This design comes from an exercise in tuning for small area and a short achievable clock period on the open sky130 flow, not from production work. Where RTL was checked, it was by simulation tests only, not by an equivalence proof against the original. The RTL of runs 1 and 2 was laid out without a check of its function.

[flow/run.sh]
#!/bin/bash
# Standard layout, but with the smallest buffer on each port.
cp standard.sh standard_copy.txt
export BUFFER_PORTS_ARGS="-buffer_cell sky130_fd_sc_hd__buf_1"
bash standard.sh > standard.log 2>&1
[standard.sh]
#!/bin/bash
# synth_recipe.tcl (not shown) runs the flow's synth.tcl, then flattens the netlist and writes it again
# the make line also repeats each setting of config.mk as NAME=value (left out here)
make -C /OpenROAD-flow-scripts/flow DESIGN_CONFIG=/design/flow/config.mk WORK_HOME=/design/flow/orfs CLKGATE_MAP_FILE= SYNTH_SCRIPT=/design/flow/synth_recipe.tcl "${@:-finish}"
[config.mk]
export PLATFORM = sky130hd
export DESIGN_NAME = prng
export DESIGN_NICKNAME = prng
export VERILOG_FILES = /design/flow/design.v
export SDC_FILE = /design/flow/constraint.sdc
export NUM_CORES = 4
export LEC_CHECK = 0
export CAP_MARGIN = 20
export CORE_MARGIN = 2
export CORE_UTILIZATION = 60
export SETUP_SLACK_MARGIN = 2.0
export SLEW_MARGIN = 20
export SYNTH_HIERARCHICAL = 1
[constraint.sdc]
create_clock -name core_clock -period 7.0 [get_ports {clk}]
set_input_delay 1.4000 -clock core_clock [delete_from_list [all_inputs] [get_ports {clk}]]
set_output_delay 1.4000 -clock core_clock [all_outputs]
set_load 0.01 [all_outputs]
[design.v]
module prng (
    input logic [31:0] seed,
    output logic [31:0] rand_num,
    input logic clk,
    input logic rst
);
    logic [31:0] state;
    wire [30:0] x = state[30:0];
    wire [30:0] xn = ~state[30:0];
    wire [30:0] nxt;
    wire s0; wire c0;
    assign s0 = 1'b1 ^ x[2] ^ xn[0];
    assign c0 = (1'b1 & x[2]) | (1'b1 & xn[0]) | (x[2] & xn[0]);
    wire s1; wire c1;
    assign s1 = 1'b1 ^ x[3] ^ xn[1];
    assign c1 = (1'b1 & x[3]) | (1'b1 & xn[1]) | (x[3] & xn[1]);
    wire s2; wire c2;
    fa u2 (.a(x[4]), .b(xn[2]), .c(xn[0]), .s(s2), .co(c2));
    wire s3; wire c3;
    fa u3 (.a(x[5]), .b(xn[3]), .c(xn[1]), .s(s3), .co(c3));
    wire s4; wire c4;
    assign s4 = 1'b0 ^ x[4] ^ x[2];
    assign c4 = (1'b0 & x[4]) | (1'b0 & x[2]) | (x[4] & x[2]);
    wire s5; wire c5;
    fa u5 (.a(x[6]), .b(c3), .c(~s4), .s(s5), .co(c5));
    wire s6; wire c6;
    fa u6 (.a(x[7]), .b(xn[5]), .c(xn[3]), .s(s6), .co(c6));
    wire s7; wire c7;
    fa u7 (.a(x[0]), .b(~c4), .c(s6), .s(s7), .co(c7));
    wire s8; wire c8;
    fa u8 (.a(x[8]), .b(xn[6]), .c(xn[4]), .s(s8), .co(c8));
    wire s9; wire c9;
    fa u9 (.a(x[1]), .b(c6), .c(s8), .s(s9), .co(c9));
    wire s10; wire c10;
    assign s10 = 1'b1 ^ x[9] ^ x[2];
    assign c10 = (1'b1 & x[9]) | (1'b1 & x[2]) | (x[9] & x[2]);
    wire s11; wire c11;
    fa u11 (.a(xn[7]), .b(xn[5]), .c(xn[0]), .s(s11), .co(c11));
    wire s12; wire c12;
    fa u12 (.a(c8), .b(s10), .c(s11), .s(s12), .co(c12));
    wire s13; wire c13;
    fa u13 (.a(xn[8]), .b(xn[6]), .c(xn[1]), .s(s13), .co(c13));
    wire s14; wire c14;
    fa u14 (.a(x[10]), .b(x[3]), .c(c10), .s(s14), .co(c14));
    wire s15; wire c15;
    fa u15 (.a(c11), .b(s13), .c(c12), .s(s15), .co(c15));
    wire s16; wire c16;
    fa u16 (.a(xn[9]), .b(xn[7]), .c(xn[2]), .s(s16), .co(c16));
    wire s17; wire c17;
    fa u17 (.a(x[11]), .b(x[4]), .c(c13), .s(s17), .co(c17));
    wire s18; wire c18;
    fa u18 (.a(s16), .b(c14), .c(s17), .s(s18), .co(c18));
    wire s19; wire c19;
    assign s19 = 1'b1 ^ x[12] ^ x[5];
    assign c19 = (1'b1 & x[12]) | (1'b1 & x[5]) | (x[12] & x[5]);
    wire s20; wire c20;
    fa u20 (.a(xn[10]), .b(xn[8]), .c(xn[3]), .s(s20), .co(c20));
    wire s21; wire c21;
    fa u21 (.a(x[0]), .b(c16), .c(s19), .s(s21), .co(c21));
    wire s22; wire c22;
    fa u22 (.a(s20), .b(c17), .c(s21), .s(s22), .co(c22));
    wire s23; wire c23;
    assign s23 = 1'b1 ^ x[13] ^ x[6];
    assign c23 = (1'b1 & x[13]) | (1'b1 & x[6]) | (x[13] & x[6]);
    wire s24; wire c24;
    fa u24 (.a(xn[11]), .b(xn[9]), .c(xn[4]), .s(s24), .co(c24));
    wire s25; wire c25;
    fa u25 (.a(x[1]), .b(c19), .c(c20), .s(s25), .co(c25));
    wire s26; wire c26;
    fa u26 (.a(s23), .b(s24), .c(c21), .s(s26), .co(c26));
    wire s27; wire c27;
    fa u27 (.a(s25), .b(c22), .c(s26), .s(s27), .co(c27));
    wire s28; wire c28;
    fa u28 (.a(x[14]), .b(x[7]), .c(x[2]), .s(s28), .co(c28));
    wire s29; wire c29;
    fa u29 (.a(xn[12]), .b(xn[10]), .c(xn[5]), .s(s29), .co(c29));
    wire s30; wire c30;
    fa u30 (.a(x[0]), .b(c23), .c(c24), .s(s30), .co(c30));
    wire s31; wire c31;
    fa u31 (.a(s28), .b(s29), .c(c25), .s(s31), .co(c31));
    wire s32; wire c32;
    fa u32 (.a(s30), .b(c26), .c(s31), .s(s32), .co(c32));
    wire s33; wire c33;
    fa u33 (.a(x[15]), .b(x[8]), .c(x[3]), .s(s33), .co(c33));
    wire s34; wire c34;
    fa u34 (.a(xn[13]), .b(xn[11]), .c(xn[6]), .s(s34), .co(c34));
    wire s35; wire c35;
    fa u35 (.a(x[1]), .b(c28), .c(c29), .s(s35), .co(c35));
    wire s36; wire c36;
    fa u36 (.a(s33), .b(s34), .c(c30), .s(s36), .co(c36));
    wire s37; wire c37;
    fa u37 (.a(s35), .b(c31), .c(s36), .s(s37), .co(c37));
    wire s38; wire c38;
    fa u38 (.a(x[16]), .b(x[9]), .c(x[4]), .s(s38), .co(c38));
    wire s39; wire c39;
    fa u39 (.a(xn[14]), .b(xn[12]), .c(xn[7]), .s(s39), .co(c39));
    wire s40; wire c40;
    fa u40 (.a(x[2]), .b(c33), .c(c34), .s(s40), .co(c40));
    wire s41; wire c41;
    fa u41 (.a(s38), .b(s39), .c(c35), .s(s41), .co(c41));
    wire s42; wire c42;
    fa u42 (.a(s40), .b(c36), .c(s41), .s(s42), .co(c42));
    wire s43; wire c43;
    assign s43 = 1'b1 ^ x[17] ^ x[10];
    assign c43 = (1'b1 & x[17]) | (1'b1 & x[10]) | (x[17] & x[10]);
    wire s44; wire c44;
    fa u44 (.a(xn[15]), .b(xn[13]), .c(xn[8]), .s(s44), .co(c44));
    wire s45; wire c45;
    fa u45 (.a(x[5]), .b(x[3]), .c(xn[0]), .s(s45), .co(c45));
    wire s46; wire c46;
    fa u46 (.a(c38), .b(c39), .c(s43), .s(s46), .co(c46));
    wire s47; wire c47;
    fa u47 (.a(s44), .b(s45), .c(c40), .s(s47), .co(c47));
    wire s48; wire c48;
    fa u48 (.a(s46), .b(c41), .c(s47), .s(s48), .co(c48));
    wire s49; wire c49;
    fa u49 (.a(x[18]), .b(x[11]), .c(x[6]), .s(s49), .co(c49));
    wire s50; wire c50;
    fa u50 (.a(xn[16]), .b(xn[14]), .c(xn[9]), .s(s50), .co(c50));
    wire s51; wire c51;
    fa u51 (.a(x[4]), .b(c43), .c(c44), .s(s51), .co(c51));
    wire s52; wire c52;
    fa u52 (.a(xn[1]), .b(c45), .c(s49), .s(s52), .co(c52));
    wire s53; wire c53;
    fa u53 (.a(s50), .b(c46), .c(s51), .s(s53), .co(c53));
    wire s54; wire c54;
    fa u54 (.a(s52), .b(c47), .c(s53), .s(s54), .co(c54));
    wire s55; wire c55;
    fa u55 (.a(x[19]), .b(x[12]), .c(x[7]), .s(s55), .co(c55));
    wire s56; wire c56;
    fa u56 (.a(xn[17]), .b(xn[15]), .c(xn[10]), .s(s56), .co(c56));
    wire s57; wire c57;
    fa u57 (.a(x[5]), .b(xn[2]), .c(x[0]), .s(s57), .co(c57));
    wire s58; wire c58;
    fa u58 (.a(c49), .b(c50), .c(s55), .s(s58), .co(c58));
    wire s59; wire c59;
    fa u59 (.a(s56), .b(s57), .c(c51), .s(s59), .co(c59));
    wire s60; wire c60;
    fa u60 (.a(c52), .b(s58), .c(c53), .s(s60), .co(c60));
    wire s61; wire c61;
    fa u61 (.a(s59), .b(c54), .c(s60), .s(s61), .co(c61));
    wire s62; wire c62;
    fa u62 (.a(x[20]), .b(x[13]), .c(x[8]), .s(s62), .co(c62));
    wire s63; wire c63;
    fa u63 (.a(xn[18]), .b(xn[16]), .c(xn[11]), .s(s63), .co(c63));
    wire s64; wire c64;
    fa u64 (.a(x[6]), .b(xn[3]), .c(x[1]), .s(s64), .co(c64));
    wire s65; wire c65;
    fa u65 (.a(c55), .b(c56), .c(c57), .s(s65), .co(c65));
    wire s66; wire c66;
    fa u66 (.a(s62), .b(s63), .c(s64), .s(s66), .co(c66));
    wire s67; wire c67;
    fa u67 (.a(c58), .b(s65), .c(s66), .s(s67), .co(c67));
    wire s68; wire c68;
    fa u68 (.a(c59), .b(s67), .c(c60), .s(s68), .co(c68));
    wire s69; wire c69;
    fa u69 (.a(x[21]), .b(x[14]), .c(x[9]), .s(s69), .co(c69));
    wire s70; wire c70;
    fa u70 (.a(xn[19]), .b(xn[17]), .c(xn[12]), .s(s70), .co(c70));
    wire s71; wire c71;
    fa u71 (.a(x[7]), .b(xn[4]), .c(x[2]), .s(s71), .co(c71));
    wire s72; wire c72;
    fa u72 (.a(c62), .b(c63), .c(c64), .s(s72), .co(c72));
    wire s73; wire c73;
    fa u73 (.a(s69), .b(s70), .c(s71), .s(s73), .co(c73));
    wire s74; wire c74;
    fa u74 (.a(c65), .b(c66), .c(s72), .s(s74), .co(c74));
    wire s75; wire c75;
    fa u75 (.a(s73), .b(c67), .c(s74), .s(s75), .co(c75));
    wire s76; wire c76;
    assign s76 = 1'b1 ^ x[22] ^ x[15];
    assign c76 = (1'b1 & x[22]) | (1'b1 & x[15]) | (x[22] & x[15]);
    wire s77; wire c77;
    fa u77 (.a(xn[20]), .b(xn[18]), .c(xn[13]), .s(s77), .co(c77));
    wire s78; wire c78;
    fa u78 (.a(x[10]), .b(x[8]), .c(x[3]), .s(s78), .co(c78));
    wire s79; wire c79;
    fa u79 (.a(xn[5]), .b(xn[0]), .c(c69), .s(s79), .co(c79));
    wire s80; wire c80;
    fa u80 (.a(c70), .b(c71), .c(s76), .s(s80), .co(c80));
    wire s81; wire c81;
    fa u81 (.a(s77), .b(s78), .c(c72), .s(s81), .co(c81));
    wire s82; wire c82;
    fa u82 (.a(c73), .b(s79), .c(s80), .s(s82), .co(c82));
    wire s83; wire c83;
    fa u83 (.a(c74), .b(s81), .c(s82), .s(s83), .co(c83));
    wire s84; wire c84;
    fa u84 (.a(x[23]), .b(x[16]), .c(x[11]), .s(s84), .co(c84));
    wire s85; wire c85;
    fa u85 (.a(xn[21]), .b(xn[19]), .c(xn[14]), .s(s85), .co(c85));
    wire s86; wire c86;
    fa u86 (.a(x[9]), .b(xn[6]), .c(x[4]), .s(s86), .co(c86));
    wire s87; wire c87;
    fa u87 (.a(xn[1]), .b(c76), .c(c77), .s(s87), .co(c87));
    wire s88; wire c88;
    fa u88 (.a(c78), .b(s84), .c(s85), .s(s88), .co(c88));
    wire s89; wire c89;
    fa u89 (.a(s86), .b(c79), .c(c80), .s(s89), .co(c89));
    wire s90; wire c90;
    fa u90 (.a(s87), .b(s88), .c(c81), .s(s90), .co(c90));
    wire s91; wire c91;
    fa u91 (.a(c82), .b(s89), .c(s90), .s(s91), .co(c91));
    wire s92; wire c92;
    fa u92 (.a(x[24]), .b(x[17]), .c(x[12]), .s(s92), .co(c92));
    wire s93; wire c93;
    fa u93 (.a(xn[22]), .b(xn[20]), .c(xn[15]), .s(s93), .co(c93));
    wire s94; wire c94;
    fa u94 (.a(x[10]), .b(xn[7]), .c(x[5]), .s(s94), .co(c94));
    wire s95; wire c95;
    fa u95 (.a(xn[2]), .b(c84), .c(c85), .s(s95), .co(c95));
    wire s96; wire c96;
    fa u96 (.a(c86), .b(s92), .c(s93), .s(s96), .co(c96));
    wire s97; wire c97;
    fa u97 (.a(s94), .b(c87), .c(c88), .s(s97), .co(c97));
    wire s98; wire c98;
    fa u98 (.a(s95), .b(s96), .c(c89), .s(s98), .co(c98));
    wire s99; wire c99;
    fa u99 (.a(s97), .b(c90), .c(s98), .s(s99), .co(c99));
    wire s100; wire c100;
    fa u100 (.a(x[25]), .b(x[18]), .c(x[13]), .s(s100), .co(c100));
    wire s101; wire c101;
    fa u101 (.a(xn[23]), .b(xn[21]), .c(xn[16]), .s(s101), .co(c101));
    wire s102; wire c102;
    fa u102 (.a(x[11]), .b(x[6]), .c(x[0]), .s(s102), .co(c102));
    wire s103; wire c103;
    fa u103 (.a(xn[8]), .b(xn[3]), .c(c92), .s(s103), .co(c103));
    wire s104; wire c104;
    fa u104 (.a(c93), .b(c94), .c(s100), .s(s104), .co(c104));
    wire s105; wire c105;
    fa u105 (.a(s101), .b(s102), .c(c95), .s(s105), .co(c105));
    wire s106; wire c106;
    fa u106 (.a(c96), .b(s103), .c(s104), .s(s106), .co(c106));
    wire s107; wire c107;
    fa u107 (.a(c97), .b(s105), .c(s106), .s(s107), .co(c107));
    wire s108; wire c108;
    fa u108 (.a(c98), .b(s107), .c(c99), .s(s108), .co(c108));
    wire s109; wire c109;
    fa u109 (.a(x[26]), .b(x[19]), .c(x[14]), .s(s109), .co(c109));
    wire s110; wire c110;
    fa u110 (.a(xn[24]), .b(xn[22]), .c(xn[17]), .s(s110), .co(c110));
    wire s111; wire c111;
    fa u111 (.a(x[12]), .b(x[7]), .c(x[1]), .s(s111), .co(c111));
    wire s112; wire c112;
    fa u112 (.a(xn[9]), .b(xn[4]), .c(c100), .s(s112), .co(c112));
    wire s113; wire c113;
    fa u113 (.a(c101), .b(c102), .c(s109), .s(s113), .co(c113));
    wire s114; wire c114;
    fa u114 (.a(s110), .b(s111), .c(c103), .s(s114), .co(c114));
    wire s115; wire c115;
    fa u115 (.a(c104), .b(s112), .c(s113), .s(s115), .co(c115));
    wire s116; wire c116;
    fa u116 (.a(c105), .b(s114), .c(c106), .s(s116), .co(c116));
    wire s117; wire c117;
    fa u117 (.a(s115), .b(c107), .c(s116), .s(s117), .co(c117));
    wire s118; wire c118;
    fa u118 (.a(x[27]), .b(x[20]), .c(x[15]), .s(s118), .co(c118));
    wire s119; wire c119;
    fa u119 (.a(xn[25]), .b(xn[23]), .c(xn[18]), .s(s119), .co(c119));
    wire s120; wire c120;
    fa u120 (.a(x[13]), .b(x[8]), .c(x[2]), .s(s120), .co(c120));
    wire s121; wire c121;
    fa u121 (.a(xn[10]), .b(xn[5]), .c(c109), .s(s121), .co(c121));
    wire s122; wire c122;
    fa u122 (.a(c110), .b(c111), .c(s118), .s(s122), .co(c122));
    wire s123; wire c123;
    fa u123 (.a(s119), .b(s120), .c(c112), .s(s123), .co(c123));
    wire s124; wire c124;
    fa u124 (.a(c113), .b(s121), .c(s122), .s(s124), .co(c124));
    wire s125; wire c125;
    fa u125 (.a(c114), .b(s123), .c(c115), .s(s125), .co(c125));
    wire s126; wire c126;
    fa u126 (.a(s124), .b(c116), .c(s125), .s(s126), .co(c126));
    wire s127; wire c127;
    fa u127 (.a(x[28]), .b(x[21]), .c(x[16]), .s(s127), .co(c127));
    wire s128; wire c128;
    fa u128 (.a(xn[26]), .b(xn[24]), .c(xn[19]), .s(s128), .co(c128));
    wire s129; wire c129;
    fa u129 (.a(x[14]), .b(x[9]), .c(x[3]), .s(s129), .co(c129));
    wire s130; wire c130;
    fa u130 (.a(xn[11]), .b(xn[6]), .c(c118), .s(s130), .co(c130));
    wire s131; wire c131;
    fa u131 (.a(c119), .b(c120), .c(s127), .s(s131), .co(c131));
    wire s132; wire c132;
    fa u132 (.a(s128), .b(s129), .c(c121), .s(s132), .co(c132));
    wire s133; wire c133;
    fa u133 (.a(c122), .b(s130), .c(s131), .s(s133), .co(c133));
    wire s134; wire c134;
    fa u134 (.a(c123), .b(s132), .c(c124), .s(s134), .co(c134));
    wire s135; wire c135;
    fa u135 (.a(s133), .b(c125), .c(s134), .s(s135), .co(c135));
    wire s136; wire c136;
    fa u136 (.a(x[29]), .b(x[22]), .c(x[17]), .s(s136), .co(c136));
    wire s137; wire c137;
    fa u137 (.a(xn[27]), .b(xn[25]), .c(xn[20]), .s(s137), .co(c137));
    wire s138; wire c138;
    fa u138 (.a(x[15]), .b(x[10]), .c(x[4]), .s(s138), .co(c138));
    wire s139; wire c139;
    fa u139 (.a(xn[12]), .b(xn[7]), .c(c127), .s(s139), .co(c139));
    wire s140; wire c140;
    fa u140 (.a(c128), .b(c129), .c(s136), .s(s140), .co(c140));
    wire s141; wire c141;
    fa u141 (.a(s137), .b(s138), .c(c130), .s(s141), .co(c141));
    wire s142; wire c142;
    fa u142 (.a(c131), .b(s139), .c(s140), .s(s142), .co(c142));
    wire s143; wire c143;
    fa u143 (.a(c132), .b(s141), .c(c133), .s(s143), .co(c143));
    wire s144; wire c144;
    fa u144 (.a(s142), .b(c134), .c(s143), .s(s144), .co(c144));
    wire s145;
    assign s145 = x[30] ^ x[23] ^ x[18];
    wire s146;
    assign s146 = x[28] ^ x[26] ^ x[21];
    wire s147;
    assign s147 = x[16] ^ x[11] ^ x[5];
    wire s148;
    assign s148 = xn[13] ^ xn[8] ^ x[0];
    wire s149;
    assign s149 = c136 ^ c137 ^ c138;
    wire s150;
    assign s150 = s145 ^ ~s146 ^ s147;
    wire s151;
    assign s151 = s148 ^ c139 ^ c140;
    wire s152;
    assign s152 = s149 ^ s150 ^ c141;
    wire s153;
    assign s153 = c142 ^ s151 ^ s152;
    wire s154;
    assign s154 = c143 ^ s153 ^ c144;
    wire [30:0] ra, rb;
    assign ra[0] = x[0];
    assign rb[0] = 1'b1;
    assign ra[1] = x[1];
    assign rb[1] = 1'b0;
    assign ra[2] = s0;
    assign rb[2] = 1'b0;
    assign ra[3] = c0;
    assign rb[3] = s1;
    assign ra[4] = c1;
    assign rb[4] = s2;
    assign ra[5] = c2;
    assign rb[5] = s3;
    assign ra[6] = s5;
    assign rb[6] = 1'b0;
    assign ra[7] = c5;
    assign rb[7] = s7;
    assign ra[8] = c7;
    assign rb[8] = s9;
    assign ra[9] = c9;
    assign rb[9] = s12;
    assign ra[10] = s14;
    assign rb[10] = s15;
    assign ra[11] = c15;
    assign rb[11] = s18;
    assign ra[12] = c18;
    assign rb[12] = s22;
    assign ra[13] = s27;
    assign rb[13] = 1'b0;
    assign ra[14] = c27;
    assign rb[14] = s32;
    assign ra[15] = c32;
    assign rb[15] = s37;
    assign ra[16] = c37;
    assign rb[16] = s42;
    assign ra[17] = c42;
    assign rb[17] = s48;
    assign ra[18] = c48;
    assign rb[18] = s54;
    assign ra[19] = s61;
    assign rb[19] = 1'b0;
    assign ra[20] = c61;
    assign rb[20] = s68;
    assign ra[21] = c68;
    assign rb[21] = s75;
    assign ra[22] = c75;
    assign rb[22] = s83;
    assign ra[23] = c83;
    assign rb[23] = s91;
    assign ra[24] = c91;
    assign rb[24] = s99;
    assign ra[25] = s108;
    assign rb[25] = 1'b0;
    assign ra[26] = c108;
    assign rb[26] = s117;
    assign ra[27] = c117;
    assign rb[27] = s126;
    assign ra[28] = c126;
    assign rb[28] = s135;
    assign ra[29] = c135;
    assign rb[29] = s144;
    assign ra[30] = s154;
    assign rb[30] = 1'b0;
    wire [30:0] g0 = ra & rb;
    wire [30:0] p0 = ra ^ rb;
    wire gg1 = g0[1] | (p0[1] & g0[0]);
    wire gg2 = g0[3] | (p0[3] & g0[2]);
    wire pp2 = p0[3] & p0[2];
    wire gg3 = g0[5] | (p0[5] & g0[4]);
    wire pp3 = p0[5] & p0[4];
    wire gg4 = g0[7] | (p0[7] & g0[6]);
    wire pp4 = p0[7] & p0[6];
    wire gg5 = g0[9] | (p0[9] & g0[8]);
    wire pp5 = p0[9] & p0[8];
    wire gg6 = g0[11] | (p0[11] & g0[10]);
    wire pp6 = p0[11] & p0[10];
    wire gg7 = g0[13] | (p0[13] & g0[12]);
    wire pp7 = p0[13] & p0[12];
    wire gg8 = g0[15] | (p0[15] & g0[14]);
    wire pp8 = p0[15] & p0[14];
    wire gg9 = g0[17] | (p0[17] & g0[16]);
    wire pp9 = p0[17] & p0[16];
    wire gg10 = g0[19] | (p0[19] & g0[18]);
    wire pp10 = p0[19] & p0[18];
    wire gg11 = g0[21] | (p0[21] & g0[20]);
    wire pp11 = p0[21] & p0[20];
    wire gg12 = g0[23] | (p0[23] & g0[22]);
    wire pp12 = p0[23] & p0[22];
    wire gg13 = g0[25] | (p0[25] & g0[24]);
    wire pp13 = p0[25] & p0[24];
    wire gg14 = g0[27] | (p0[27] & g0[26]);
    wire pp14 = p0[27] & p0[26];
    wire gg15 = g0[29] | (p0[29] & g0[28]);
    wire pp15 = p0[29] & p0[28];
    wire gg16 = g0[2] | (p0[2] & gg1);
    wire gg17 = gg2 | (pp2 & gg1);
    wire gg18 = g0[6] | (p0[6] & gg3);
    wire pp18 = p0[6] & pp3;
    wire gg19 = gg4 | (pp4 & gg3);
    wire pp19 = pp4 & pp3;
    wire gg20 = g0[10] | (p0[10] & gg5);
    wire pp20 = p0[10] & pp5;
    wire gg21 = gg6 | (pp6 & gg5);
    wire pp21 = pp6 & pp5;
    wire gg22 = g0[14] | (p0[14] & gg7);
    wire pp22 = p0[14] & pp7;
    wire gg23 = gg8 | (pp8 & gg7);
    wire pp23 = pp8 & pp7;
    wire gg24 = g0[18] | (p0[18] & gg9);
    wire pp24 = p0[18] & pp9;
    wire gg25 = gg10 | (pp10 & gg9);
    wire pp25 = pp10 & pp9;
    wire gg26 = g0[22] | (p0[22] & gg11);
    wire pp26 = p0[22] & pp11;
    wire gg27 = gg12 | (pp12 & gg11);
    wire pp27 = pp12 & pp11;
    wire gg28 = g0[26] | (p0[26] & gg13);
    wire pp28 = p0[26] & pp13;
    wire gg29 = gg14 | (pp14 & gg13);
    wire pp29 = pp14 & pp13;
    wire gg30 = g0[30] | (p0[30] & gg15);
    wire pp30 = p0[30] & pp15;
    wire gg31 = g0[4] | (p0[4] & gg17);
    wire gg32 = gg3 | (pp3 & gg17);
    wire gg33 = gg18 | (pp18 & gg17);
    wire gg34 = gg19 | (pp19 & gg17);
    wire gg35 = g0[12] | (p0[12] & gg21);
    wire pp35 = p0[12] & pp21;
    wire gg36 = gg7 | (pp7 & gg21);
    wire pp36 = pp7 & pp21;
    wire gg37 = gg22 | (pp22 & gg21);
    wire pp37 = pp22 & pp21;
    wire gg38 = gg23 | (pp23 & gg21);
    wire pp38 = pp23 & pp21;
    wire gg39 = g0[20] | (p0[20] & gg25);
    wire pp39 = p0[20] & pp25;
    wire gg40 = gg11 | (pp11 & gg25);
    wire pp40 = pp11 & pp25;
    wire gg41 = gg26 | (pp26 & gg25);
    wire pp41 = pp26 & pp25;
    wire gg42 = gg27 | (pp27 & gg25);
    wire pp42 = pp27 & pp25;
    wire gg43 = g0[28] | (p0[28] & gg29);
    wire pp43 = p0[28] & pp29;
    wire gg44 = gg15 | (pp15 & gg29);
    wire pp44 = pp15 & pp29;
    wire gg45 = gg30 | (pp30 & gg29);
    wire pp45 = pp30 & pp29;
    wire gg46 = g0[8] | (p0[8] & gg34);
    wire gg47 = gg5 | (pp5 & gg34);
    wire gg48 = gg20 | (pp20 & gg34);
    wire gg49 = gg21 | (pp21 & gg34);
    wire gg50 = gg35 | (pp35 & gg34);
    wire gg51 = gg36 | (pp36 & gg34);
    wire gg52 = gg37 | (pp37 & gg34);
    wire gg53 = gg38 | (pp38 & gg34);
    wire gg54 = g0[24] | (p0[24] & gg42);
    wire pp54 = p0[24] & pp42;
    wire gg55 = gg13 | (pp13 & gg42);
    wire pp55 = pp13 & pp42;
    wire gg56 = gg28 | (pp28 & gg42);
    wire pp56 = pp28 & pp42;
    wire gg57 = gg29 | (pp29 & gg42);
    wire pp57 = pp29 & pp42;
    wire gg58 = gg43 | (pp43 & gg42);
    wire pp58 = pp43 & pp42;
    wire gg59 = gg44 | (pp44 & gg42);
    wire pp59 = pp44 & pp42;
    wire gg60 = gg45 | (pp45 & gg42);
    wire pp60 = pp45 & pp42;
    wire gg61 = g0[16] | (p0[16] & gg53);
    wire gg62 = gg9 | (pp9 & gg53);
    wire gg63 = gg24 | (pp24 & gg53);
    wire gg64 = gg25 | (pp25 & gg53);
    wire gg65 = gg39 | (pp39 & gg53);
    wire gg66 = gg40 | (pp40 & gg53);
    wire gg67 = gg41 | (pp41 & gg53);
    wire gg68 = gg42 | (pp42 & gg53);
    wire gg69 = gg54 | (pp54 & gg53);
    wire gg70 = gg55 | (pp55 & gg53);
    wire gg71 = gg56 | (pp56 & gg53);
    wire gg72 = gg57 | (pp57 & gg53);
    wire gg73 = gg58 | (pp58 & gg53);
    wire gg74 = gg59 | (pp59 & gg53);
    wire gg75 = gg60 | (pp60 & gg53);
    assign nxt[0] = p0[0];
    assign nxt[1] = p0[1] ^ g0[0];
    assign nxt[2] = p0[2] ^ gg1;
    assign nxt[3] = p0[3] ^ gg16;
    assign nxt[4] = p0[4] ^ gg17;
    assign nxt[5] = p0[5] ^ gg31;
    assign nxt[6] = p0[6] ^ gg32;
    assign nxt[7] = p0[7] ^ gg33;
    assign nxt[8] = p0[8] ^ gg34;
    assign nxt[9] = p0[9] ^ gg46;
    assign nxt[10] = p0[10] ^ gg47;
    assign nxt[11] = p0[11] ^ gg48;
    assign nxt[12] = p0[12] ^ gg49;
    assign nxt[13] = p0[13] ^ gg50;
    assign nxt[14] = p0[14] ^ gg51;
    assign nxt[15] = p0[15] ^ gg52;
    assign nxt[16] = p0[16] ^ gg53;
    assign nxt[17] = p0[17] ^ gg61;
    assign nxt[18] = p0[18] ^ gg62;
    assign nxt[19] = p0[19] ^ gg63;
    assign nxt[20] = p0[20] ^ gg64;
    assign nxt[21] = p0[21] ^ gg65;
    assign nxt[22] = p0[22] ^ gg66;
    assign nxt[23] = p0[23] ^ gg67;
    assign nxt[24] = p0[24] ^ gg68;
    assign nxt[25] = p0[25] ^ gg69;
    assign nxt[26] = p0[26] ^ gg70;
    assign nxt[27] = p0[27] ^ gg71;
    assign nxt[28] = p0[28] ^ gg72;
    assign nxt[29] = p0[29] ^ gg73;
    assign nxt[30] = p0[30] ^ gg74;
    always_ff @(posedge clk) begin
        if (rst) begin
            state <= seed;
        end else begin
            state <= {1'b0, nxt};
        end
        rand_num <= state;
    end
endmodule
module fa (
    input  logic a,
    input  logic b,
    input  logic c,
    output logic s,
    output logic co
);
    assign s = a ^ b ^ c;
    assign co = (a & b) | (a & c) | (b & c);
endmodule
==> notes.md, run 1 <==
- Syn. warnings: 7
- Hold buffers post-CTS: 0
- Dpl ws: between 1.5 and 2 ns
- Sequential area share after synthesis: 21.44%
- Setup TNS: 0 ns
- Period utilization: approximately 70%
- Clk buf depth: 2
- Final Slew Violations: 0
- CTS Buf Count: 9
- Row Count: 36
- Die X: 103.8 um
- Dpl cell area: about 6400 um^2
- Final nets: 790
- Slew margin rel.: 53.73%
- GPL Wtd Cong: 0.9502
- Worst-path clk slew: 0.08 ns
- CTS tree: yes
- Top Ports: 66
- WL met3: 1230 um
- RR Startpoint: state[8]
- Clock Sinks: 64
- Antenna viol nets, final: 0
- Worst Hold Depth: 0
- PortBufs: 65
- Final Cell Area: 6929 um^2
- Pin count of the biggest net entering global routing: 37
- CTS H-tree depth: 3
- Global-route wire length before repair: 23610 um
- Initial antenna violation count: 0
- CORE AREA: 9729 um^2
- Async S/R FF share, synth: 0%
- TritonRoute pass-1 iters: 4
- Synth Instances: 486
- Max-cap viol count: 0
- WL/cell: roughly 21 um
- Hold Violations, Final: 0
- Syn Std Cell Area: 5977 um^2
- M1 wire length: 6028 um
- RSZ-0062 raised after global routing: true
- Syn nets: 693
- Crit-path cells: clkinvlp_4, fa_1, fa_1, fa_1, fa_1, fa_1, ha_1, nand3_2, or3_1, o31ai_4, a21oi_2, and4b_1, or3_1
- Worst setup path class: reg -> reg
- Worst r2r dst: state[27]
- Via/cell ratio: around 5.6
- N_diodes: 0
- Post-Route WL: 14940 um
- Run status: finished clean
- Root Buffer: clkbuf_8
- Vias: around 4000
- Layout cells sized above 1: 15.82%
- Grt ovf: 0
- Skew-Pair Late Insertion Delay: roughly 0.36 ns
- Actual slew at the worst max-slew pin: about 0.69 ns
- Crit path largest cell delay: 0.51 ns
- Number of DRC markers in iteration 0: about 220
- Hold path start: state[31]
- Setup Skew: 0.01270 ns
- Cells on worst reg2reg path: 13
- Synth unique cells: 50
- Total global routing track utilization: 29.95%
- HP Class: reg -> reg
- Avg Inst Size Synth: 12.30 um^2
- Final Core Density: 71.22%
- Worst hold endpoint: rand_num[31]
- Die area: 10780 um^2
- EDFF count, synth: 0
- DRC violations left: 0
- Most used cell, CP: fa_1
- CP Max Fanout: 8
- Fmax: around 200 MHz
- CP startpoint kind: flop
- Die Span Y: roughly 100 um
- CP endpoint kind: flop
- Post-route worst setup slack: 2.081 ns
- Starting Density: 61.43%
- Syn-to-layout area delta: 15.93%
- Highest metal used: met4
- Slowest-stage cell, CP: fa_1
- Worst R2R Setup Slack: 2.08 ns
- Met2 WL: ~7400 um
- Number of global-route vias before repair: 4298
- Min Tclk post-route: 4.919 ns
- Endpoints failing setup: 0
- FF+latch count, synth: 64
- Synth Flop Type: dfxtp_1
- Post-DP HPWL: 11970 um
- Critical Path AT: 5.16 ns
- Worst path required time: 7.24 ns
-- per-module statistics from Yosys (local to each module, per instance) --
| module | copies in the design | area, um^2 |
|---|---|---|
| prng | 1 | 3234 |
| fa | 137 | 20.02 |
-- cells in the final DEF, fill, tap and decap left out, drive strengths merged, types with 4 or more instances in the layout --
cell type	count
dfxtp	64
fa	140
nand2	27
o21ai	28
or3	4
xnor2	29
a21oi	15
clkinvlp	10
nor2	5
buf	92
clkbuf	12
ha	33
nand3	7
nor3b	8
inv	51
a211oi	4
mux2	4
xor2	7
-- stage by stage --
stage | instances | hold WS, ns
finish | 721 | 0.3307
global route | 721 | 0.3486
CTS | 701 | 0.3315
detailed placement | 678 | 0.3136
global placement | 678 | 0.3116
floorplan | 486 | 0.3096
-- cells in the mapped netlist, types with 3 or more instances --
cell type	instances	share of area (%)
o211ai_1	3	0.38
nand2b_1	3	0.31
dfxtp_1	64	21
nand4_1	3	0.31
nand3_1	7	0.59
or3_1	3	0.31
a211oi_1	4	0.50
nand2_1	27	1.7
mux2_2	4	0.75
o21ai_0	27	2.3
fa_1	140	47
nor2_1	5	0.31
and2_1	3	0.31
inv_1	59	3.7
a21oi_1	14	1.2
xor2_1	7	1.0
clkbuf_1	6	0.38
xnor2_1	29	4.2
nor3b_1	8	1.0
ha_1	33	6.9
-- state kept, by name, summed over array words and instances, names as in the netlist --
name and flops:
state 32, rand_num 32
-- how the worst max path moves through the flow --
stage | from | endpoint | cells after the start
global route | state[8] | state[27] | 13
global placement | state[7] | state[30] | 14
CTS | state[11] | state[27] | 13
floorplan | state[8] | state[30] | 14
detailed placement | state[7] | state[30] | 14
finish | state[8] | state[27] | 13
-- final cells by class --
| cell class | count | area [um^2] |
|---|---|---|
| clock buffers | 11 | 151.4 |
| inverters | 59 | 259.0 |
| flip-flops and latches | 64 | 1336 |
| clock inverters | 5 | 86.33 |
| fillers | 763 | 2800 |
| repair buffers | 93 | 455.4 |
| well taps | 133 | 166.4 |
| multi-input cells | 356 | 4474 |
-- layer usage --
layer	vias to the layer above	track usage [%]
li1	1779	-
met1	2060	40.80
met2	147	47.84
met3	23	7.992
met4	0	8.784
met5	-	0
-- timing repair --
action / CTS / global route
pin swaps: 1 / 1
endpoints found under the setup margin: 6 / 8
setup buffers: 7 / 20
gates resized for setup: 32 / 14
-- critical path: cells and delay by family, from the launching register on --
kind | cells | cell delay [ns]
buf+inv | 1 | 0.20
flops | 1 | 0.47
fa+ha+maj | 6 | 2.53
simple gates | 4 | 1.13
compound gates | 2 | 0.47
-- kinds of logic after synthesis --
| kind of cell | count (synthesis) | share of synthesized area [%] |
|---|---|---|
| buffers and inverters | 66 | 4.145 |
| multiplexers | 4 | 0.7536 |
| AO/OA/AOI/OAI | 72 | 8.185 |
| XOR/XNOR | 36 | 5.275 |
| AND/OR/NAND/NOR | 71 | 6.406 |
| flip-flops | 64 | 21.44 |
| adder cells (fa/ha/maj) | 173 | 53.80 |
==> run 2, diff against run 1 <==
--- a/config.mk
+++ b/config.mk
@@ -8,6 +8,6 @@
 export CAP_MARGIN = 20
 export CORE_MARGIN = 2
 export CORE_UTILIZATION = 60
-export SETUP_SLACK_MARGIN = 2.0
+export SETUP_SLACK_MARGIN = 2.2
 export SLEW_MARGIN = 20
 export SYNTH_HIERARCHICAL = 1
==> run 2 against run 1 <==
Net effect:
- largest cell class unchanged
- register-to-register slack improved by 0.25 ns
- clock-buffer cell count is the same
- wire length rose by 3.7%
- clock skew increased by 0.0010 ns
- critical path depth did not move
- sequential cell count unchanged
- hold slack is essentially flat
- still clean
==> notes.md, run 2 <==
- Run status: finished clean (unchanged)
- Share of Yosys cell area claimed by the top area cell type: 46.89% (unchanged)
- Total global routing track utilization: 31.21% (was 29.95%)
- CTS Buf Count: 9 (unchanged)
- Antenna viol nets, final: 0 (unchanged)
- Worst R2R Setup Slack: 2.33 ns (was 2.08 ns)
- Actual slew at the worst max-slew pin: 0.6870 ns (was 0.6941 ns)
- Synth Instances: 486 (unchanged)
- Post-Route WL: 15490 um (was 14940 um)
- Setup TNS: 0 ns (unchanged)
- RSZ-0062 raised after global routing: false (was true)
- Die X: 103.8 um (unchanged)
- Root Buffer: clkbuf_8 (unchanged)
- Syn. warnings: 7 (unchanged)
- CP startpoint kind: flop (unchanged)
- Area contributors post-synth: fa_1, dfxtp_1, ha_1 (unchanged)
- GPL Wtd Cong: 0.9502 (unchanged)
- Via/cell ratio: 5.540 (was 5.560)
- Starting Density: 61.43% (unchanged)
- Worst path required time: 7.27 ns (was 7.24 ns)
- Most frequent cell after synthesis: fa_1 (unchanged)
- Synth Flop Type: dfxtp_1 (unchanged)
- CP endpoint kind: flop (unchanged)
- EDFF count, synth: 0 (unchanged)
- Syn Std Cell Area: 5977 um^2 (unchanged)
- Pin count of the biggest net entering global routing: 37 (unchanged)
- Die Span Y: 103.8 um (unchanged)
- Final Slew Violations: 0 (unchanged)
- Syn nets: 693 (unchanged)
- Worst-path clk slew: 0.07 ns (was 0.08 ns)
- Fillers: 729 (was 763)
- Vias: 4116 (was 4009)
- Async S/R FF share, synth: 0% (unchanged)
- Layout cells sized above 1: 21.97% (was 15.82%)
- HP Class: reg -> reg (unchanged)
- Final nets: 812 (was 790)
- WL/cell: 20.85 um (was 20.72 um)
- TritonRoute pass-1 iters: 4 (unchanged)
- Clk buf depth: 2 (unchanged)
- Syn-to-layout area delta: 20.83% (was 15.93%)
- Clock Sinks: 64 (unchanged)
- Skew-Pair Late Insertion Delay: 0.36 ns (about the same)
- PortBufs: 65 (unchanged)
- Grt ovf: 0 (unchanged)
- CTS tree: yes (unchanged)
- Commonest non-fill, non-tap cell in the layout: fa_1 (unchanged)
- Setup Skew: 0.01372 ns (was 0.01270 ns)
- Initial antenna violation count: 0 (unchanged)
- Fmax: 214.2 MHz (was 203.3 MHz)
- Sequential area share after synthesis: 21.44% (unchanged)
- CTS H-tree depth: 3 (unchanged)
- Hold Violations, Final: 0 (unchanged)
- Synth unique cells: 50 (unchanged)
- Top cell type by total area after synthesis: fa_1 (unchanged)
- Min Tclk post-route: 4.668 ns (was 4.919 ns)
- CP Max Fanout: 7 (was 8)
- Top Ports: 66 (unchanged)
- FF+latch count, synth: 64 (unchanged)
- CORE AREA: 9729 um^2 (unchanged)
- Worst setup path class: reg -> reg (unchanged)
- N_diodes: 0 (unchanged)
- Critical Path AT: 4.93 ns (was 5.16 ns)
- Commonest cells after routing, fill and taps aside: fa_1, buf_1, buf_4 (was fa_1, buf_1, inv_1)
- Global-route wire length before repair: 24500 um (was 23610 um)
- Hold buffers post-CTS: 0 (unchanged)
- Number of global-route vias before repair: 4474 (was 4298)
- Slew margin rel.: 54.20% (was 53.73%)
- Row Count: 36 (unchanged)
- Endpoints failing setup: 0 (unchanged)
- Period utilization: 66.68% (was 70.27%)
- Avg Inst Size Synth: 12.30 um^2 (unchanged)
- Post-DP HPWL: 11970 um (unchanged)
- Number of DRC markers in iteration 0: 212 (was 217)
- Max-cap viol count: 0 (unchanged)
- DRC violations left: 0 (unchanged)
- Largest regs: rand_num (32), state (32) (unchanged)
- Top cells by count, synth: fa_1, dfxtp_1, inv_1 (unchanged)
- Die area: 10780 um^2 (unchanged)
==> run 2: cell count changes in the layout (fill, tap and decap cells not counted), moves of 5 or more <==
cell	change
clkinvlp_4	+6
dfxtp_4	+6
inv_1	-7
fa_2	+5
fa_1	-5
dfxtp_2	-5
buf_4	+20
==> run 2: layout make-up <==
type | instances | area (um^2) | area share (%)
clock buffers | 11 | 151.4 | 2.096
clock inverters | 5 | 86.33 | 1.195
inverters | 59 | 281.5 | 3.898
multi-input cells | 356 | 4538 | 62.84
flip-flops and latches | 64 | 1353 | 18.73
well taps | 133 | 166.4 | 2.304
repair buffers | 115 | 645.6 | 8.940
==> run 2: per-stage QoR <==
step	hold slack, ns	setup WS [ns]	util [%]	instances	cell area (um^2)
floorplan	0.3096	2.248	-	486	5977
CTS	0.3315	2.147	72.02	726	7007
global route	0.3486	2.205	74.23	743	7222
finish	0.3306	2.332	74.23	743	7222
detailed placement	0.3136	1.609	65.47	678	6370
global placement	0.3116	1.641	65.47	678	6370
==> run 2: per-layer routing <==
layer	part of all wire [%]	wire [um]	global-route usage, %
met1	38	5945	41.71
met5	0	0	0
met3	9.4	1462	7.930
met2	49	7584	50.28
met4	3.2	498	10.62
==> run 2: worst max-delay path: stages, from the launching register on <==
cell	delay, ns
dfxtp_2	0.57
clkinvlp_4	0.25
buf_4	0.20
fa_1	0.45
fa_1	0.45
fa_1	0.46
fa_1	0.42
fa_2	0.39
ha_4	0.26
a31o_2	0.19
a21o_1	0.19
a2111o_1	0.35
and3_1	0.21
o31ai_2	0.17
==> run 2: modules after synthesis (local to each module, per instance) <==
module	cells inside	flip-flops and latches	cell area, um^2
fa	1	0	20.02
prng	349	64	3234
==> run 2: cell families (layout without fill, tap and decap cells) <==
family | after synthesis | after routing | synth area share, %
adders and majority gates | 173 | 173 | 53.80
AOI/OAI and AO/OA | 72 | 72 | 8.185
and+or+nand+nor | 71 | 71 | 6.406
buffers and inverters | 66 | 190 | 4.145
DFF | 64 | 64 | 21.44
xor gates and xnor gates | 36 | 36 | 5.275
muxes | 4 | 4 | 0.7536
==> run 2: repair_timing <==
item | in CTS | in global routing
pin swaps | 2 | 2
endpoints found under the setup margin | 10 | 7
endpoints found under the hold margin | 0 | 0
gates resized for setup | 48 | 25
setup buffers | 32 | 17
==> run 2: path summary, 6_finish.rpt <==
check                               start            to  depth (start not counted)
worst max register to register   state[5]     state[30]                         13
worst min-delay path            state[31]  rand_num[31]                          0
worst min register to register  state[31]  rand_num[31]                          0
worst max-delay path             state[5]     state[30]                         13
==> run 3, diff against run 2 <==
--- a/design.v
+++ b/design.v
@@ -392,156 +392,152 @@
     wire [30:0] g0 = ra & rb;
     wire [30:0] p0 = ra ^ rb;
     wire gg1 = g0[1] | (p0[1] & g0[0]);
-    wire gg2 = g0[3] | (p0[3] & g0[2]);
-    wire pp2 = p0[3] & p0[2];
-    wire gg3 = g0[5] | (p0[5] & g0[4]);
-    wire pp3 = p0[5] & p0[4];
-    wire gg4 = g0[7] | (p0[7] & g0[6]);
-    wire pp4 = p0[7] & p0[6];
-    wire gg5 = g0[9] | (p0[9] & g0[8]);
-    wire pp5 = p0[9] & p0[8];
-    wire gg6 = g0[11] | (p0[11] & g0[10]);
-    wire pp6 = p0[11] & p0[10];
-    wire gg7 = g0[13] | (p0[13] & g0[12]);
-    wire pp7 = p0[13] & p0[12];
-    wire gg8 = g0[15] | (p0[15] & g0[14]);
-    wire pp8 = p0[15] & p0[14];
-    wire gg9 = g0[17] | (p0[17] & g0[16]);
-    wire pp9 = p0[17] & p0[16];
-    wire gg10 = g0[19] | (p0[19] & g0[18]);
-    wire pp10 = p0[19] & p0[18];
-    wire gg11 = g0[21] | (p0[21] & g0[20]);
-    wire pp11 = p0[21] & p0[20];
-    wire gg12 = g0[23] | (p0[23] & g0[22]);
-    wire pp12 = p0[23] & p0[22];
-    wire gg13 = g0[25] | (p0[25] & g0[24]);
-    wire pp13 = p0[25] & p0[24];
-    wire gg14 = g0[27] | (p0[27] & g0[26]);
-    wire pp14 = p0[27] & p0[26];
-    wire gg15 = g0[29] | (p0[29] & g0[28]);
-    wire pp15 = p0[29] & p0[28];
-    wire gg16 = g0[2] | (p0[2] & gg1);
-    wire gg17 = gg2 | (pp2 & gg1);
-    wire gg18 = g0[6] | (p0[6] & gg3);
-    wire pp18 = p0[6] & pp3;
-    wire gg19 = gg4 | (pp4 & gg3);
-    wire pp19 = pp4 & pp3;
-    wire gg20 = g0[10] | (p0[10] & gg5);
-    wire pp20 = p0[10] & pp5;
-    wire gg21 = gg6 | (pp6 & gg5);
-    wire pp21 = pp6 & pp5;
-    wire gg22 = g0[14] | (p0[14] & gg7);
-    wire pp22 = p0[14] & pp7;
-    wire gg23 = gg8 | (pp8 & gg7);
-    wire pp23 = pp8 & pp7;
-    wire gg24 = g0[18] | (p0[18] & gg9);
-    wire pp24 = p0[18] & pp9;
-    wire gg25 = gg10 | (pp10 & gg9);
-    wire pp25 = pp10 & pp9;
-    wire gg26 = g0[22] | (p0[22] & gg11);
-    wire pp26 = p0[22] & pp11;
-    wire gg27 = gg12 | (pp12 & gg11);
-    wire pp27 = pp12 & pp11;
-    wire gg28 = g0[26] | (p0[26] & gg13);
-    wire pp28 = p0[26] & pp13;
-    wire gg29 = gg14 | (pp14 & gg13);
-    wire pp29 = pp14 & pp13;
-    wire gg30 = g0[30] | (p0[30] & gg15);
-    wire pp30 = p0[30] & pp15;
-    wire gg31 = g0[4] | (p0[4] & gg17);
-    wire gg32 = gg3 | (pp3 & gg17);
-    wire gg33 = gg18 | (pp18 & gg17);
-    wire gg34 = gg19 | (pp19 & gg17);
-    wire gg35 = g0[12] | (p0[12] & gg21);
-    wire pp35 = p0[12] & pp21;
-    wire gg36 = gg7 | (pp7 & gg21);
-    wire pp36 = pp7 & pp21;
-    wire gg37 = gg22 | (pp22 & gg21);
-    wire pp37 = pp22 & pp21;
-    wire gg38 = gg23 | (pp23 & gg21);
-    wire pp38 = pp23 & pp21;
-    wire gg39 = g0[20] | (p0[20] & gg25);
-    wire pp39 = p0[20] & pp25;
-    wire gg40 = gg11 | (pp11 & gg25);
-    wire pp40 = pp11 & pp25;
-    wire gg41 = gg26 | (pp26 & gg25);
-    wire pp41 = pp26 & pp25;
-    wire gg42 = gg27 | (pp27 & gg25);
-    wire pp42 = pp27 & pp25;
-    wire gg43 = g0[28] | (p0[28] & gg29);
-    wire pp43 = p0[28] & pp29;
-    wire gg44 = gg15 | (pp15 & gg29);
-    wire pp44 = pp15 & pp29;
-    wire gg45 = gg30 | (pp30 & gg29);
-    wire pp45 = pp30 & pp29;
-    wire gg46 = g0[8] | (p0[8] & gg34);
-    wire gg47 = gg5 | (pp5 & gg34);
-    wire gg48 = gg20 | (pp20 & gg34);
-    wire gg49 = gg21 | (pp21 & gg34);
-    wire gg50 = gg35 | (pp35 & gg34);
-    wire gg51 = gg36 | (pp36 & gg34);
-    wire gg52 = gg37 | (pp37 & gg34);
-    wire gg53 = gg38 | (pp38 & gg34);
-    wire gg54 = g0[24] | (p0[24] & gg42);
-    wire pp54 = p0[24] & pp42;
-    wire gg55 = gg13 | (pp13 & gg42);
-    wire pp55 = pp13 & pp42;
-    wire gg56 = gg28 | (pp28 & gg42);
-    wire pp56 = pp28 & pp42;
-    wire gg57 = gg29 | (pp29 & gg42);
-    wire pp57 = pp29 & pp42;
-    wire gg58 = gg43 | (pp43 & gg42);
-    wire pp58 = pp43 & pp42;
-    wire gg59 = gg44 | (pp44 & gg42);
-    wire pp59 = pp44 & pp42;
-    wire gg60 = gg45 | (pp45 & gg42);
-    wire pp60 = pp45 & pp42;
-    wire gg61 = g0[16] | (p0[16] & gg53);
-    wire gg62 = gg9 | (pp9 & gg53);
-    wire gg63 = gg24 | (pp24 & gg53);
-    wire gg64 = gg25 | (pp25 & gg53);
-    wire gg65 = gg39 | (pp39 & gg53);
-    wire gg66 = gg40 | (pp40 & gg53);
-    wire gg67 = gg41 | (pp41 & gg53);
-    wire gg68 = gg42 | (pp42 & gg53);
-    wire gg69 = gg54 | (pp54 & gg53);
-    wire gg70 = gg55 | (pp55 & gg53);
-    wire gg71 = gg56 | (pp56 & gg53);
-    wire gg72 = gg57 | (pp57 & gg53);
-    wire gg73 = gg58 | (pp58 & gg53);
-    wire gg74 = gg59 | (pp59 & gg53);
-    wire gg75 = gg60 | (pp60 & gg53);
+    wire gg2 = g0[2] | (p0[2] & gg1);
+    wire gg3 = g0[3] | (p0[3] & g0[2]);
+    wire pp3 = p0[3] & p0[2];
+    wire gg4 = gg3 | (pp3 & gg1);
+    wire gg5 = g0[4] | (p0[4] & g0[3]);
+    wire pp5 = p0[4] & p0[3];
+    wire gg6 = gg5 | (pp5 & gg2);
+    wire gg7 = g0[5] | (p0[5] & g0[4]);
+    wire pp7 = p0[5] & p0[4];
+    wire gg8 = gg7 | (pp7 & g0[3]);
+    wire pp8 = pp7 & p0[3];
+    wire gg9 = gg8 | (pp8 & gg2);
+    wire gg10 = g0[6] | (p0[6] & gg9);
+    wire gg11 = g0[7] | (p0[7] & g0[6]);
+    wire pp11 = p0[7] & p0[6];
+    wire gg12 = gg11 | (pp11 & gg9);
+    wire gg13 = g0[8] | (p0[8] & g0[7]);
+    wire pp13 = p0[8] & p0[7];
+    wire gg14 = gg13 | (pp13 & gg10);
+    wire gg15 = g0[9] | (p0[9] & g0[8]);
+    wire pp15 = p0[9] & p0[8];
+    wire gg16 = gg15 | (pp15 & gg11);
+    wire pp16 = pp15 & pp11;
+    wire gg17 = gg16 | (pp16 & gg9);
+    wire gg18 = g0[10] | (p0[10] & gg15);
+    wire pp18 = p0[10] & pp15;
+    wire gg19 = gg18 | (pp18 & gg12);
+    wire gg20 = g0[11] | (p0[11] & g0[10]);
+    wire pp20 = p0[11] & p0[10];
+    wire gg21 = gg20 | (pp20 & gg17);
+    wire gg22 = g0[12] | (p0[12] & gg20);
+    wire pp22 = p0[12] & pp20;
+    wire gg23 = gg22 | (pp22 & gg17);
+    wire gg24 = g0[13] | (p0[13] & gg23);
+    wire gg25 = g0[14] | (p0[14] & g0[13]);
+    wire pp25 = p0[14] & p0[13];
+    wire gg26 = gg25 | (pp25 & gg23);
+    wire gg27 = g0[15] | (p0[15] & g0[14]);
+    wire pp27 = p0[15] & p0[14];
+    wire gg28 = gg27 | (pp27 & g0[13]);
+    wire pp28 = pp27 & p0[13];
+    wire gg29 = gg28 | (pp28 & gg23);
+    wire gg30 = g0[16] | (p0[16] & g0[15]);
+    wire pp30 = p0[16] & p0[15];
+    wire gg31 = gg30 | (pp30 & g0[14]);
+    wire pp31 = pp30 & p0[14];
+    wire gg32 = gg31 | (pp31 & gg24);
+    wire gg33 = g0[17] | (p0[17] & g0[16]);
+    wire pp33 = p0[17] & p0[16];
+    wire gg34 = gg33 | (pp33 & gg27);
+    wire pp34 = pp33 & pp27;
+    wire gg35 = gg34 | (pp34 & gg24);
+    wire gg36 = g0[18] | (p0[18] & g0[17]);
+    wire pp36 = p0[18] & p0[17];
+    wire gg37 = gg36 | (pp36 & gg30);
+    wire pp37 = pp36 & pp30;
+    wire gg38 = gg37 | (pp37 & gg26);
+    wire gg39 = g0[18] | (p0[18] & gg33);
+    wire pp39 = p0[18] & pp33;
+    wire gg40 = g0[19] | (p0[19] & gg39);
+    wire pp40 = p0[19] & pp39;
+    wire gg41 = gg40 | (pp40 & gg29);
+    wire gg42 = g0[20] | (p0[20] & g0[19]);
+    wire pp42 = p0[20] & p0[19];
+    wire gg43 = gg42 | (pp42 & gg38);
+    wire gg44 = g0[21] | (p0[21] & g0[20]);
+    wire pp44 = p0[21] & p0[20];
+    wire gg45 = gg44 | (pp44 & g0[19]);
+    wire pp45 = pp44 & p0[19];
+    wire gg46 = gg45 | (pp45 & gg38);
+    wire gg47 = g0[22] | (p0[22] & g0[21]);
+    wire pp47 = p0[22] & p0[21];
+    wire gg48 = gg47 | (pp47 & gg42);
+    wire pp48 = pp47 & pp42;
+    wire gg49 = gg48 | (pp48 & gg38);
+    wire gg50 = g0[23] | (p0[23] & g0[22]);
+    wire pp50 = p0[23] & p0[22];
+    wire gg51 = gg50 | (pp50 & gg44);
+    wire pp51 = pp50 & pp44;
+    wire gg52 = gg51 | (pp51 & gg41);
+    wire gg53 = g0[24] | (p0[24] & g0[23]);
+    wire pp53 = p0[24] & p0[23];
+    wire gg54 = gg53 | (pp53 & gg47);
+    wire pp54 = pp53 & pp47;
+    wire gg55 = gg54 | (pp54 & gg43);
+    wire gg56 = g0[24] | (p0[24] & gg50);
+    wire pp56 = p0[24] & pp50;
+    wire gg57 = g0[25] | (p0[25] & gg56);
+    wire pp57 = p0[25] & pp56;
+    wire gg58 = gg57 | (pp57 & gg46);
+    wire gg59 = g0[26] | (p0[26] & g0[25]);
+    wire pp59 = p0[26] & p0[25];
+    wire gg60 = gg59 | (pp59 & gg55);
+    wire gg61 = g0[27] | (p0[27] & g0[26]);
+    wire pp61 = p0[27] & p0[26];
+    wire gg62 = gg61 | (pp61 & g0[25]);
+    wire pp62 = pp61 & p0[25];
+    wire gg63 = gg62 | (pp62 & gg55);
+    wire gg64 = g0[28] | (p0[28] & g0[27]);
+    wire pp64 = p0[28] & p0[27];
+    wire gg65 = gg64 | (pp64 & g0[26]);
+    wire pp65 = pp64 & p0[26];
+    wire gg66 = gg65 | (pp65 & g0[25]);
+    wire pp66 = pp65 & p0[25];
+    wire gg67 = gg66 | (pp66 & gg55);
+    wire gg68 = g0[29] | (p0[29] & g0[28]);
+    wire pp68 = p0[29] & p0[28];
+    wire gg69 = gg68 | (pp68 & g0[27]);
+    wire pp69 = pp68 & p0[27];
+    wire gg70 = gg69 | (pp69 & gg59);
+    wire pp70 = pp69 & pp59;
+    wire gg71 = gg70 | (pp70 & gg55);
+    wire gg72 = g0[30] | (p0[30] & gg69);
+    wire pp72 = p0[30] & pp69;
+    wire gg73 = gg72 | (pp72 & gg60);
     assign nxt[0] = p0[0];
     assign nxt[1] = p0[1] ^ g0[0];
     assign nxt[2] = p0[2] ^ gg1;
-    assign nxt[3] = p0[3] ^ gg16;
-    assign nxt[4] = p0[4] ^ gg17;
-    assign nxt[5] = p0[5] ^ gg31;
-    assign nxt[6] = p0[6] ^ gg32;
-    assign nxt[7] = p0[7] ^ gg33;
-    assign nxt[8] = p0[8] ^ gg34;
-    assign nxt[9] = p0[9] ^ gg46;
-    assign nxt[10] = p0[10] ^ gg47;
-    assign nxt[11] = p0[11] ^ gg48;
-    assign nxt[12] = p0[12] ^ gg49;
-    assign nxt[13] = p0[13] ^ gg50;
-    assign nxt[14] = p0[14] ^ gg51;
-    assign nxt[15] = p0[15] ^ gg52;
-    assign nxt[16] = p0[16] ^ gg53;
-    assign nxt[17] = p0[17] ^ gg61;
-    assign nxt[18] = p0[18] ^ gg62;
-    assign nxt[19] = p0[19] ^ gg63;
-    assign nxt[20] = p0[20] ^ gg64;
-    assign nxt[21] = p0[21] ^ gg65;
-    assign nxt[22] = p0[22] ^ gg66;
-    assign nxt[23] = p0[23] ^ gg67;
-    assign nxt[24] = p0[24] ^ gg68;
-    assign nxt[25] = p0[25] ^ gg69;
-    assign nxt[26] = p0[26] ^ gg70;
-    assign nxt[27] = p0[27] ^ gg71;
-    assign nxt[28] = p0[28] ^ gg72;
-    assign nxt[29] = p0[29] ^ gg73;
-    assign nxt[30] = p0[30] ^ gg74;
+    assign nxt[3] = p0[3] ^ gg2;
+    assign nxt[4] = p0[4] ^ gg4;
+    assign nxt[5] = p0[5] ^ gg6;
+    assign nxt[6] = p0[6] ^ gg9;
+    assign nxt[7] = p0[7] ^ gg10;
+    assign nxt[8] = p0[8] ^ gg12;
+    assign nxt[9] = p0[9] ^ gg14;
+    assign nxt[10] = p0[10] ^ gg17;
+    assign nxt[11] = p0[11] ^ gg19;
+    assign nxt[12] = p0[12] ^ gg21;
+    assign nxt[13] = p0[13] ^ gg23;
+    assign nxt[14] = p0[14] ^ gg24;
+    assign nxt[15] = p0[15] ^ gg26;
+    assign nxt[16] = p0[16] ^ gg29;
+    assign nxt[17] = p0[17] ^ gg32;
+    assign nxt[18] = p0[18] ^ gg35;
+    assign nxt[19] = p0[19] ^ gg38;
+    assign nxt[20] = p0[20] ^ gg41;
+    assign nxt[21] = p0[21] ^ gg43;
+    assign nxt[22] = p0[22] ^ gg46;
+    assign nxt[23] = p0[23] ^ gg49;
+    assign nxt[24] = p0[24] ^ gg52;
+    assign nxt[25] = p0[25] ^ gg55;
+    assign nxt[26] = p0[26] ^ gg58;
+    assign nxt[27] = p0[27] ^ gg60;
+    assign nxt[28] = p0[28] ^ gg63;
+    assign nxt[29] = p0[29] ^ gg67;
+    assign nxt[30] = p0[30] ^ gg71;
     always_ff @(posedge clk) begin
         if (rst) begin
             state <= seed;
--- a/config.mk
+++ b/config.mk
@@ -8,6 +8,6 @@
 export CAP_MARGIN = 20
 export CORE_MARGIN = 2
 export CORE_UTILIZATION = 60
-export SETUP_SLACK_MARGIN = 2.2
+export SETUP_SLACK_MARGIN = 2.5
 export SLEW_MARGIN = 20
 export SYNTH_HIERARCHICAL = 1
==> run 3 against run 2 <==
Net effect:
- fmax up 5.2%
- non-clock buffer count up 35
- final area up 2.5%
- largest cell class unchanged
- setup slack better by 0.23 ns
- critical path type unchanged
- still clean on timing, DRC and antenna
- global-route usage down 0.77 points
- sequential share of layout area down 0.32 points
- sequential cell count unchanged
==> notes.md, run 3 <==
- Min Tclk post-route: 4.436 ns (was 4.668 ns)
- Worst Setup SP: state[7] (was state[5])
- Run status: finished clean (unchanged)
- Cells on worst reg2reg path: 12 (was 13)
- CTS H-tree depth: 3 (unchanged)
- Starting Density: 60.94% (was 61.43%)
- Critical Path AT: 4.71 ns (was 4.93 ns)
- Area contributors post-synth: fa_1, dfxtp_1, ha_1 (unchanged)
- Syn nets: 672 (was 693)
- Crit-path cells: clkinvlp_4, buf_4, fa_1, fa_1, fa_1, fa_1, fa_1, ha_1, and3_1, o211a_1, o21a_1, o31ai_1 (was clkinvlp_4, buf_4, fa_1, fa_1, fa_1, fa_1, fa_2, ha_4, a31o_2, a21o_1, a2111o_1, and3_1, o31ai_2)
- Commonest non-fill, non-tap cell in the layout: fa_1 (unchanged)
- Syn. warnings: 7 (unchanged)
- Grt ovf: 0 (unchanged)
- Max-cap viol count: 0 (unchanged)
- Top Ports: 66 (unchanged)
- Largest regs: rand_num (32), state (32) (unchanged)
- Row Count: 36 (unchanged)
- Number of DRC markers in iteration 0: 293 (was 212)
- Pin count of the biggest net entering global routing: 62 (was 37)
- Root Buffer: clkbuf_8 (unchanged)
- Fillers: 629 (was 729)
- Sequential area share after synthesis: 21.81% (was 21.44%)
- Critical Path End: state[29] (was state[30])
- Clock Sinks: 64 (unchanged)
- Share of Yosys cell area claimed by the top area cell type: 46.69% (was 46.89%)
- WL/cell: 21.04 um (was 20.85 um)
- CTS tree: yes (unchanged)
- Hold Violations, Final: 0 (unchanged)
- Worst setup path class: reg -> reg (unchanged)
- Total global routing track utilization: 30.43% (was 31.21%)
- Post-route worst setup slack: 2.564 ns (was 2.332 ns)
- Synth unique cells: 45 (was 50)
- Post-DP HPWL: 11390 um (was 11970 um)
- Setup TNS: 0 ns (unchanged)
- Synth Instances: 466 (was 486)
- Syn Std Cell Area: 5874 um^2 (was 5977 um^2)
- Syn-to-layout area delta: 26.03% (was 20.83%)
- Most frequent cell after synthesis: fa_1 (unchanged)
- Die X: 102.9 um (was 103.8 um)
- Top cells by count, synth: fa_1, dfxtp_1, inv_1 (unchanged)
- Clk buf depth: 2 (unchanged)
- Global-route wire length before repair: 22510 um (was 24500 um)
- Crit path largest cell delay: 0.55 ns (was 0.57 ns)
- GPL Wtd Cong: 0.9658 (was 0.9502)
- Antenna viol nets, final: 0 (unchanged)
- Hold buffers post-CTS: 0 (unchanged)
- CTS Buf Count: 9 (unchanged)
- Worst r2r dst: state[29] (was state[30])
- TritonRoute pass-1 iters: 5 (was 4)
- PortBufs: 65 (unchanged)
- Final nets: 826 (was 812)
- Vias: 4238 (was 4116)
- Post-Route WL: 15950 um (was 15490 um)
- HP Class: reg -> reg (unchanged)
- Die Span Y: 102.9 um (was 103.8 um)
- Skew-Pair Late Insertion Delay: 0.36 ns (about the same)
- CP startpoint kind: flop (unchanged)
- Slew margin rel.: 33.30% (was 54.20%)
- CP endpoint kind: flop (unchanged)
- FF+latch count, synth: 64 (unchanged)
- CORE AREA: 9639 um^2 (was 9729 um^2)
- Final Slew Violations: 0 (unchanged)
- EDFF count, synth: 0 (unchanged)
- Dpl ws: 1.939 ns (was 1.609 ns)
- Number of global-route vias before repair: 3981 (was 4474)
- Most used cell, CP: fa_1 (unchanged)
- Commonest cells after routing, fill and taps aside: fa_1, buf_4, buf_1 (was fa_1, buf_1, buf_4)
- RSZ-0062 raised after global routing: false (unchanged)
- RR Startpoint: state[7] (was state[5])
- Synth Flop Type: dfxtp_1 (unchanged)
- Layout cells sized above 1: 28.32% (was 21.97%)
- Initial antenna violation count: 0 (unchanged)
- Async S/R FF share, synth: 0% (unchanged)
- Worst path required time: 7.28 ns (was 7.27 ns)
- Avg Inst Size Synth: 12.61 um^2 (was 12.30 um^2)
- Via/cell ratio: 5.591 (was 5.540)
- Worst R2R Setup Slack: 2.56 ns (was 2.33 ns)
- Setup Skew: 0.006614 ns (was 0.01372 ns)
- Endpoints failing setup: 0 (unchanged)
- N_diodes: 0 (unchanged)
- Period utilization: 63.37% (was 66.68%)
- Worst-path clk slew: 0.07 ns (about the same)
- DRC violations left: 0 (unchanged)
- Die area: 10600 um^2 (was 10780 um^2)
- Actual slew at the worst max-slew pin: 1.001 ns (was 0.6870 ns)
- Fmax: 225.4 MHz (was 214.2 MHz)
- Worst Hold Depth: 0 (unchanged)
- CP Max Fanout: 6 (was 7)
- Top cell type by total area after synthesis: fa_1 (unchanged)
- Slowest-stage cell, CP: fa_1 (was dfxtp_2)
run 3: cell types whose count changed after synthesis, moves of 5 or more:
cell     previous run  this run
nor3b_1             8         3
nand3_1             7         2
o21ai_0            27        16
o31ai_1             1        10
xnor2_1            29        24
inv_1              59        48
nor3_1              1         9
o21a_1              2         8
a21o_1              2        10
run 3: layer usage:
layer | GRT usage, % | share of wire [%] | vias to the layer above
met5 | 0 | 0 | -
met4 | 12.85 | 4.2 | 0
met3 | 8.881 | 9.5 | 53
met2 | 43.46 | 46 | 254
met1 | 43.95 | 41 | 2090
li1 | - | - | 1841
run 3: worst min-delay path by stage:
stage	end	slack, ns	start
floorplan	rand_num[31]	0.31	state[31]
global placement	rand_num[31]	0.32	state[31]
global route	rand_num[31]	0.34	state[31]
detailed placement	rand_num[31]	0.32	state[31]
finish	rand_num[31]	0.33	state[31]
CTS	rand_num[31]	0.33	state[31]
run 3: repair_timing:
item / CTS / global route
endpoints found under the setup margin: 12 / 9
setup buffers: 12 / 73
gates resized for setup: 40 / 46
pin swaps: 3 / 10
run 3: layout make-up:
cell class	instances	area [um^2]	share of cell area [%]
flip-flops and latches	64	1363	18.40
clock inverters	2	60.06	0.8112
clock buffers	14	172.7	2.332
well taps	133	166.4	2.248
repair buffers	150	883.3	11.93
inverters	48	247.7	3.346
multi-input cells	347	4511	60.93
run 3: cells by family (layout without fill, tap and decap cells):
kind of cell	Yosys count	count (layout)	synth area share, %
buffers and inverters	55	214	3.578
xor gates and xnor gates	33	33	5.474
muxes	4	4	0.7667
adders and majority gates	172	172	54.14
DFF	64	64	21.81
AOI/OAI and AO/OA	81	81	9.329
and+or+nand+nor	57	57	4.899
run 3: critical path: cells and delay by family, from the launching register on:
| kind | cells | cell delay [ns] |
|---|---|---|
| AO/OA/AOI/OAI | 3 | 0.57 |
| AND/OR/NAND/NOR | 1 | 0.16 |
| buffers and inverters | 2 | 0.42 |
| adder cells (fa/ha/maj) | 6 | 2.78 |
| flip-flops | 1 | 0.41 |
run 3: modules after synthesis, one instance, submodules excluded:
module  copies in the design  cell area (um^2)  flip-flops and latches  cells inside
fa                       137             20.02                       0             1
prng                       1              3132                      64           329
run 3: through the flow:
stage	hold WS [ns]	instances	cell area, um^2	utilization, %
2_1_floorplan	0.3096	466	5874	-
3_3_place_gp	0.3174	657	6256	64.90
3_5_place_dp	0.3181	657	6256	64.90
4_1_cts	0.3343	685	6674	69.24
5_1_grt	0.3381	758	7403	76.80
6_report	0.3320	758	7403	76.80

what the ideal ports hide:
How much do the figures lean on ideal ports? The routed layouts below were timed once more, with nothing changed but the port constraints.
Step 1: set_driving_cell puts a clkbuf_16 on clk and a buf_2 on each other input, an assumption about the parent block.
Step 2 moves the port delays by t, midway between the first and last clock arrival at a register: inputs arrive t later, outputs are due t later. That takes back most of the time a late clock gives input paths.
a / b / c = ideal / step 1 / step 2; a / b = the first two.
run | shift t [ns] | setup slack, ns | worst setup path after step 2 | worst data-port slew with drivers (ns)
run 1 | 0.386 | 2.081 / 2.081 / 2.081 | register to register | 0.03
run 2 | 0.385 | 2.332 / 2.332 / 2.332 | register to register | 0.03
run 3 | 0.399 | 2.564 / 2.564 / 2.564 | register to register | 0.03
After both steps every run listed still meets setup and hold.
